Background: an optimization exercise with open tools, aiming at small area, a short achievable clock period and few clock cycles. Do not read the settings as production practice.

== rev 12 ==
==> module knn_distance_cal, before the edit <==
module knn_distance_cal (
    input             clk,
    input             rst_n,
    input      [63:0] train_data,
    input             train_label,
    input             sample_valid,
    input      [63:0] test_data,
    output     [7:0]  distance_o,
    output            label_o,
    output            valid_o
    );
    function [7:0] absdiff(input [7:0] a, input [7:0] b);
        reg [7:0] p, g, G, P;
        reg       c;
        integer i;
        begin
            p = ~(a ^ b);
            g = a & ~b;
            G[0] = g[0];
            P[0] = p[0];
            for (i = 1; i < 8; i = i + 1) begin
                G[i] = g[i] | (p[i] & G[i-1]);
                P[i] = p[i] & P[i-1];
            end
            c = G[7];
            absdiff[0] = ~p[0];
            for (i = 1; i < 8; i = i + 1)
                absdiff[i] = p[i] ^ ~c ^ (G[i-1] | (c & P[i-1]));
        end
    endfunction
    reg  [63:0] diff_q;
    reg         label_q;
    reg         valid_q;
    reg  [63:0] diff_d;
    integer f;
    always @(*)
        for (f = 0; f < 8; f = f + 1)
            diff_d[f*8 +: 8] = absdiff(train_data[f*8 +: 8], test_data[f*8 +: 8]);
    always @(posedge clk) begin
        diff_q  <= diff_d;
        label_q <= train_label;
        if (!rst_n) valid_q <= 1'b0;
        else        valid_q <= sample_valid;
    end
    function gt8(input [7:0] a, input [7:0] b);
        integer j; reg r;
        begin
            r = 1'b0;
            for (j = 0; j < 8; j = j + 1)
                r = (a[j] & ~b[j]) | (~(a[j] ^ b[j]) & r);
            gt8 = r;
        end
    endfunction
    function [7:0] max2(input [7:0] a, input [7:0] b);
        max2 = (a > b) ? a : b;
    endfunction
    wire [7:0] m0  = max2(diff_q[ 7: 0], diff_q[15: 8]);
    wire [7:0] m1  = max2(diff_q[23:16], diff_q[31:24]);
    wire [7:0] m2  = max2(diff_q[39:32], diff_q[47:40]);
    wire [7:0] m3  = max2(diff_q[55:48], diff_q[63:56]);
    wire [7:0] m01 = max2(m0, m1);
    wire [7:0] m23 = max2(m2, m3);
    wire [7:0] cheb = max2(m01, m23);
    reg [7:0] cheb_q;
    reg       label_q2;
    reg       valid_q2;
    always @(posedge clk) begin
        cheb_q   <= cheb;
        label_q2 <= label_q;
        if (!rst_n) valid_q2 <= 1'b0;
        else        valid_q2 <= valid_q;
    end
    assign distance_o = cheb_q;
    assign label_o    = label_q2;
    assign valid_o    = valid_q2;
endmodule
==> module knn_top, before the edit <==
module knn_top #(
    parameter DATA_WIDTH = 8,
    parameter FEATURES   = 8,
    parameter K          = 5
    )(
    input                           clk                 ,
    input                           rst_n               ,
    input [DATA_WIDTH*FEATURES-1:0] train_data          ,
    input                           train_label         ,
    input                           data_valid          ,
    input                           training_done       ,
    input [DATA_WIDTH*FEATURES-1:0] test_data           ,
    output                          predicted_valid_o   ,
    output                          predicted_label_o
    );
    wire [7:0] distance;
    wire       label;
    wire       dvalid;
    reg td1;
    always @(posedge clk) begin
        if (!rst_n) td1 <= 1'b0;
        else        td1 <= training_done;
    end
    knn_distance_cal knn_distance_cal_inst (
        .clk          (clk                          ),
        .rst_n        (rst_n                        ),
        .train_data   (train_data                   ),
        .train_label  (train_label                  ),
        .sample_valid (data_valid & ~training_done  ),
        .test_data    (test_data                    ),
        .distance_o   (distance                     ),
        .label_o      (label                        ),
        .valid_o      (dvalid                       )
    );
    knn_distance_comporator #(
        .K (K)
    ) knn_distance_comparator_inst (
        .clk        (clk                                ),
        .rst_n      (rst_n                              ),
        .distance_i (distance                           ),
        .label_i    (label                              ),
        .valid_i    (dvalid                             ),
        .clear_i    (predicted_valid_o & ~training_done ),
        .show_i     (training_done & td1),
        .valid_o    (predicted_valid_o                  ),
        .label_o    (predicted_label_o                  )
    );
endmodule
Settings: LEC_CHECK=0, CAP_MARGIN=20, CORE_MARGIN=2, CORE_UTILIZATION=40, SLEW_MARGIN=20; clock period 21.0 ns.
standard.sh (not shown) runs the stock make flow with config.mk's settings and CLKGATE_MAP_FILE= SYNTH_SCRIPT=/design/flow/synth_recipe.tcl, a recipe that flattens the netlist after the stock synthesis.
==> flow/flow/run.sh <==
#!/bin/bash
# Standard ORFS layout, with two changes to how it is made (the SDC, the clock
# period and the standard synthesis are the standard flow's, unchanged):
#  - port buffers are sky130_fd_sc_hd__buf_1 instead of the delay buffer that
#    buffer_ports picks by default;
#  - timing repair aims for extra setup slack (SETUP_SLACK_MARGIN), so that the
#    achieved period, not just the 21 ns clock, is what repair works on.
set -euo pipefail
bash standard.sh synth > synth.log 2>&1
bash standard.sh SETUP_SLACK_MARGIN=16 TNS_END_PERCENT=100 \
    BUFFER_PORTS_ARGS="-buffer_cell sky130_fd_sc_hd__buf_1"  finish > layout.log 2>&1
## Diff of input files: rev 13 against rev 12
--- a/flow/design.v
+++ b/flow/design.v
@@ -62,18 +62,9 @@
     wire [7:0] m01 = max2(m0, m1);
     wire [7:0] m23 = max2(m2, m3);
     wire [7:0] cheb = max2(m01, m23);
-    reg [7:0] cheb_q;
-    reg       label_q2;
-    reg       valid_q2;
-    always @(posedge clk) begin
-        cheb_q   <= cheb;
-        label_q2 <= label_q;
-        if (!rst_n) valid_q2 <= 1'b0;
-        else        valid_q2 <= valid_q;
-    end
-    assign distance_o = cheb_q;
-    assign label_o    = label_q2;
-    assign valid_o    = valid_q2;
+    assign distance_o = cheb;
+    assign label_o    = label_q;
+    assign valid_o    = valid_q;
 endmodule
 `timescale 1ns / 1ps
 module knn_distance_comporator #(
@@ -162,11 +153,6 @@
     wire [7:0] distance;
     wire       label;
     wire       dvalid;
-    reg td1;
-    always @(posedge clk) begin
-        if (!rst_n) td1 <= 1'b0;
-        else        td1 <= training_done;
-    end
     knn_distance_cal knn_distance_cal_inst (
         .clk          (clk                          ),
         .rst_n        (rst_n                        ),
@@ -187,7 +173,7 @@
         .label_i    (label                              ),
         .valid_i    (dvalid                             ),
         .clear_i    (predicted_valid_o & ~training_done ),
-        .show_i     (training_done & td1),
+        .show_i     (training_done),
         .valid_o    (predicted_valid_o                  ),
         .label_o    (predicted_label_o                  )
     );
Rev 13 vs. rev 12: number of distinct library cells after synthesis shows an increase of 5, setup slack went down 2.19 ns.
The beginning of the critical path comes out knn_distance_cal_inst.diff_q[1]$_DFF_P_ in one run and training_done in the other, namely in rev 13 and rev 12 respectively.
[compare] base=rev 12 new=rev 13: maximum frequency saw a decrease, synthesized cell count went up 12.
Of the two values seen for most common cell after layout, fill and taps aside, buf_4 was produced by rev 13 and dfxtp_1 by rev 12.
Rev 13 reached the end of the flow, and the finished layout is clean on the timing, design-rule and antenna checks.
Re post-synthesis net count: rev 12 and rev 13 aren't equal, and the higher value belongs to rev 13.
No run of this note included a check of the RTL's function; only the layout flow was run.

[port drivers added, routing unchanged]
Ports are ideal in the flow. The routed layouts listed here were re-timed in OpenROAD.
Step 1 (the two cells are an assumption about what drives the block):
set clk [get_ports {clk}]
set_driving_cell -lib_cell sky130_fd_sc_hd__clkbuf_16 $clk
set_driving_cell -lib_cell sky130_fd_sc_hd__buf_2 [delete_from_list [all_inputs] $clk]
Step 2 moves the port delays by t, midway between the first and last clock arrival at a register: inputs arrive t later, outputs are due t later. That takes back most of the time a late clock gives input paths.
Three values: ideal ports, drivers, drivers and shift; two values: the first two.
run | shift t [ns] | slack for setup (ns) | slew at the worst register clock pin (ns)
rev 12 | 0.448 | 14.818 / 14.817 / 14.370 | 0.06 / 0.06
rev 13 | 0.461 | 12.624 / 12.624 / 12.624 | 0.06 / 0.06
After both steps every run listed still meets setup and hold. For rev 12, which loses most, drivers alone change the setup slack by -0.001 ns; drivers and shift together by -0.448 ns.
